This is an optimization exercise on Yosys and OpenROAD, whose aim is small area, a short achievable clock period and few clock cycles per item, not a production implementation.
Only simulation tests tie the RTL to the original design; equivalence was not proved.
Power and IR drop assume default switching activity.

// cnm_top
module cnm_top (
    input  logic               clk,
    input  logic               rst,
    input  logic               in_valid,
    input  logic signed [7:0]  rea,
    input  logic signed [7:0]  ima,
    input  logic signed [7:0]  req,
    input  logic signed [7:0]  imq,
    output logic               out_valid,
    output logic signed [15:0] rep,
    output logic signed [15:0] imp
);
    logic [7:0] rea_r, ima_r;
    logic rep_b1;
    logic rep_b2;
    logic rep_b3;
    logic rep_b4;
    logic rep_b5;
    logic rep_b6;
    logic rep_b7;
    logic rep_b8;
    logic rep_b9;
    logic rep_b10;
    logic rep_b11;
    logic rep_b12;
    logic rep_b13;
    logic rep_b14;
    logic rep_b15;
    logic rep_b16;
    logic rep_b17;
    logic rep_b18;
    logic rep_b19;
    logic rep_b20;
    logic rep_b21;
    logic rep_b22;
    logic rep_b23;
    logic rep_b24;
    logic rep_b25;
    logic rep_b26;
    logic rep_b27;
    logic rep_b28;
    logic rep_b29;
    logic rep_b30;
    logic rep_b31;
    logic rep_b32;
    logic rep_b33;
    logic rep_b34;
    logic rep_b35;
    logic rep_b36;
    logic rep_b37;
    logic rep_b38;
    logic rep_b39;
    logic rep_b40;
    logic rep_b41;
    logic rep_b42;
    logic rep_b43;
    logic rep_b44;
    logic rep_b45;
    logic rep_b46;
    logic rep_b47;
    logic rep_b48;
    logic rep_b49;
    logic rep_b50;
    logic rep_b51;
    logic rep_b52;
    logic rep_b53;
    logic rep_b54;
    logic rep_b55;
    logic rep_b56;
    logic rep_b57;
    logic rep_b58;
    logic rep_b59;
    logic rep_b60;
    logic rep_b61;
    logic rep_b62;
    logic rep_b63;
    logic rep_b64;
    logic rep_b65;
    logic rep_b66;
    logic rep_b67;
    logic rep_b68;
    logic rep_b69;
    logic rep_b70;
    logic rep_b71;
    logic rep_b72;
  ...
==> flow/config.mk <==
export PLATFORM = sky130hd
export DESIGN_NAME = cnm_top
export DESIGN_NICKNAME = cnm_top
export VERILOG_FILES = /design/flow/design.v
export SDC_FILE = /design/flow/constraint.sdc
export NUM_CORES = 4
export LEC_CHECK = 0
export CAP_MARGIN = 20
export CORE_MARGIN = 2
export CORE_UTILIZATION = 40
export CTS_BUF_LIST = sky130_fd_sc_hd__clkbuf_4 sky130_fd_sc_hd__clkbuf_8
export SETUP_SLACK_MARGIN = 4.5
export SLEW_MARGIN = 20
export SYNTH_HIERARCHICAL = 1
==> flow/constraint.sdc <==
create_clock -name core_clock -period 7.0 [get_ports {clk}]
set_input_delay 1.4000 -clock core_clock [delete_from_list [all_inputs] [get_ports {clk}]]
set_output_delay 1.4000 -clock core_clock [all_outputs]
set_load 0.01 [all_outputs]
standard.sh (not shown) runs the stock make flow with config.mk's settings and CLKGATE_MAP_FILE= SYNTH_SCRIPT=/design/flow/synth_recipe.tcl, a recipe that flattens the netlist after the stock synthesis.
==> flow/flow/run.sh <==
#!/bin/bash
# Own layout flow: the standard flow (standard synthesis, same steps and
# settings) with these changes:
#  - after the floorplan step, combinational cells that synthesis mapped at a
#    larger drive strength are set back to drive strength 1 (downsize.tcl);
#    the standard repair steps that follow upsize where timing needs it;
#  - the port buffers are the small sky130 buf_1 cell instead of the delay
#    cell buffer_ports picks by default (every input and output port still
#    gets its own buffer; repair may resize them);
#  - clock tree synthesis adds no dummy loads.
set -euo pipefail
export BUFFER_PORTS_ARGS="-buffer_cell sky130_fd_sc_hd__buf_1"
export CTS_ARGS="-sink_clustering_enable -repair_clock_nets -dont_use_dummy_load -buf_list {sky130_fd_sc_hd__clkbuf_4 sky130_fd_sc_hd__clkbuf_8}"
bash standard.sh floorplan > flow_make_floorplan.log 2>&1
RESULTS=orfs/results/$FLOW_PLATFORM/cnm_top/base \
LIB=$FLOW_HOME/platforms/$FLOW_PLATFORM/lib/sky130_fd_sc_hd__tt_025C_1v80.lib \
  openroad -no_init -exit flow/downsize.tcl > downsize.log 2>&1
touch orfs/results/$FLOW_PLATFORM/cnm_top/base/2_floorplan.odb
bash standard.sh > flow_make.log 2>&1
==> flow/flow/downsize.tcl <==
# Set every logic cell and register of the synthesized, floorplanned design to
# its drive-strength-1 variant (same function, and the same cell type for
# registers). The flow's later repair steps upsize again where timing needs
# it. Clock, tap and other special cells are left alone.
set results $::env(RESULTS)
read_liberty $::env(LIB)
read_db $results/2_floorplan.odb
set n 0
foreach inst [get_cells *] {
  set ref [get_property $inst ref_name]
  if {![regexp {^(sky130_fd_sc_hd__([a-z0-9]+))_([0-9]+)$} $ref -> base fn drive]} continue
  if {$drive <= 1} continue
  if {[regexp {^(ed|sd|dl|clk|tap|fill|decap|conb|probe|lpflow|bufinv|dly)} $fn]} continue
  set lc [get_lib_cells -quiet ${base}_1]
  if {$lc eq ""} continue
  replace_cell $inst $lc
  incr n
}
puts "downsized $n cells"
write_db $results/2_floorplan.odb
The first run finished clean.
Testbench counts at the start, summed over its fixed seeds: cycles 16,024, items 16,000.
Edit:
==> flow/flow/run.sh (replaced) <==
#!/bin/bash
# Own layout flow: the standard flow (standard synthesis, same steps and
# settings) with two changes:
#  - the port buffers are the small sky130 buf_1 cell instead of the delay
#    cell buffer_ports picks by default (every input and output port still
#    gets its own buffer; repair may resize them);
#  - clock tree synthesis adds no dummy loads.
set -euo pipefail
export BUFFER_PORTS_ARGS="-buffer_cell sky130_fd_sc_hd__buf_1"
export CTS_ARGS="-sink_clustering_enable -repair_clock_nets -dont_use_dummy_load -buf_list {sky130_fd_sc_hd__clkbuf_4 sky130_fd_sc_hd__clkbuf_8}"
bash standard.sh > flow_make.log 2>&1
- CORE_UTILIZATION: 40 -> 60
removed: flow/flow/downsize.tcl
Effect: Critical path depth does not change; total power goes up slightly; cell area goes up slightly; die area goes down by a quarter to a third; via count goes up by a few percent; first-iteration DRC count goes up by roughly a tenth.
Edit:
==> flow/flow/run.sh (replaced) <==
#!/bin/bash
# Own layout flow: the standard flow (standard synthesis, same steps and
# settings), except that the port buffers are the small sky130 buf_1 cell
# instead of the delay cell buffer_ports picks by default. Every input and
# output port still gets its own buffer; repair may resize them.
set -euo pipefail
export BUFFER_PORTS_ARGS="-buffer_cell sky130_fd_sc_hd__buf_1"
bash standard.sh > flow_make.log 2>&1
- CORE_UTILIZATION: 60 -> 40
The new run ran to the end with no violations; register-to-register slack improved by 0.06 ns; core utilization decreases by 21 points; cell count increases by about 12%; routed wire length goes down by 0.83%; clock-buffer cell count rises by 3; fmax is higher by about 2.6%; clock skew decreases by 0.027 ns; total power grows by 5.9%; first-iteration DRC count fell by about 20%; worst setup slack gets better by 0.061 ns.
Edit:
==> flow/flow/run.sh (replaced) <==
#!/bin/bash
# Own layout flow: the standard flow (standard synthesis, same steps and
# settings) with these changes:
#  - after the floorplan step, combinational cells that synthesis mapped at a
#    larger drive strength are set back to drive strength 1 (downsize.tcl);
#    the standard repair steps that follow upsize where timing needs it;
#  - the port buffers are the small sky130 buf_1 cell instead of the delay
#    cell buffer_ports picks by default (every input and output port still
#    gets its own buffer; repair may resize them);
#  - clock tree synthesis adds no dummy loads.
set -euo pipefail
export BUFFER_PORTS_ARGS="-buffer_cell sky130_fd_sc_hd__buf_1"
export CTS_ARGS="-sink_clustering_enable -repair_clock_nets -dont_use_dummy_load -buf_list {sky130_fd_sc_hd__clkbuf_4 sky130_fd_sc_hd__clkbuf_8}"
bash standard.sh floorplan > flow_make_floorplan.log 2>&1
RESULTS=orfs/results/$FLOW_PLATFORM/cnm_top/base \
LIB=$FLOW_HOME/platforms/$FLOW_PLATFORM/lib/sky130_fd_sc_hd__tt_025C_1v80.lib \
  openroad -no_init -exit flow/downsize.tcl > downsize.log 2>&1
touch orfs/results/$FLOW_PLATFORM/cnm_top/base/2_floorplan.odb
bash standard.sh > flow_make.log 2>&1
==> flow/flow/downsize.tcl (new file) <==
# Set every combinational cell of the synthesized, floorplanned design to its
# drive-strength-1 variant (same function and footprint family). The flow's
# later repair steps upsize again where timing needs it. Registers, clock and
# tap cells are left alone.
set results $::env(RESULTS)
read_liberty $::env(LIB)
read_db $results/2_floorplan.odb
set n 0
foreach inst [get_cells *] {
  set ref [get_property $inst ref_name]
  if {![regexp {^(sky130_fd_sc_hd__([a-z0-9]+))_([0-9]+)$} $ref -> base fn drive]} continue
  if {$drive <= 1} continue
  if {[regexp {^(df|ed|sd|dl|clk|tap|fill|decap|conb|probe|lpflow|buf|inv|bufinv|dly)} $fn]} continue
  set lc [get_lib_cells -quiet ${base}_1]
  if {$lc eq ""} continue
  replace_cell $inst $lc
  incr n
}
puts "downsized $n cells"
write_db $results/2_floorplan.odb
- SETUP_SLACK_MARGIN: 4.5 -> 4.4
Effect: Sequential power barely changes. Routed wire length fell by about 5%. Worst setup slack degrades by 0.12 ns.

## re-timing with driven ports
How much do the figures lean on ideal ports? The routed layouts below were timed once more, with nothing changed but the port constraints. Step 1 (the two cells are an assumption about what drives the block):
set clk [get_ports {clk}]
set_driving_cell -lib_cell sky130_fd_sc_hd__clkbuf_16 $clk
set_driving_cell -lib_cell sky130_fd_sc_hd__buf_2 [delete_from_list [all_inputs] $clk]
Step 2 times the ports against the registers' clock, not the clock port: input delays grow and output delays shrink by t, the midpoint of the rising clock arrivals with the driver on. Three values: no drivers, after step 1, after step 2; two values: the first two.
run | t (ns) | setup slack, ns | worst data-port slew with drivers (ns)
the first run | 0.481 | 4.521 / 4.521 / 4.521 | 0.04
the second run | 0.477 | 4.543 / 4.543 / 4.543 | 0.04
the third run | 0.497 | 4.604 / 4.604 / 4.604 | 0.03
the fourth run | 0.473 | 4.487 / 4.487 / 4.487 | 0.03
After both steps setup and hold are still met in every run listed.
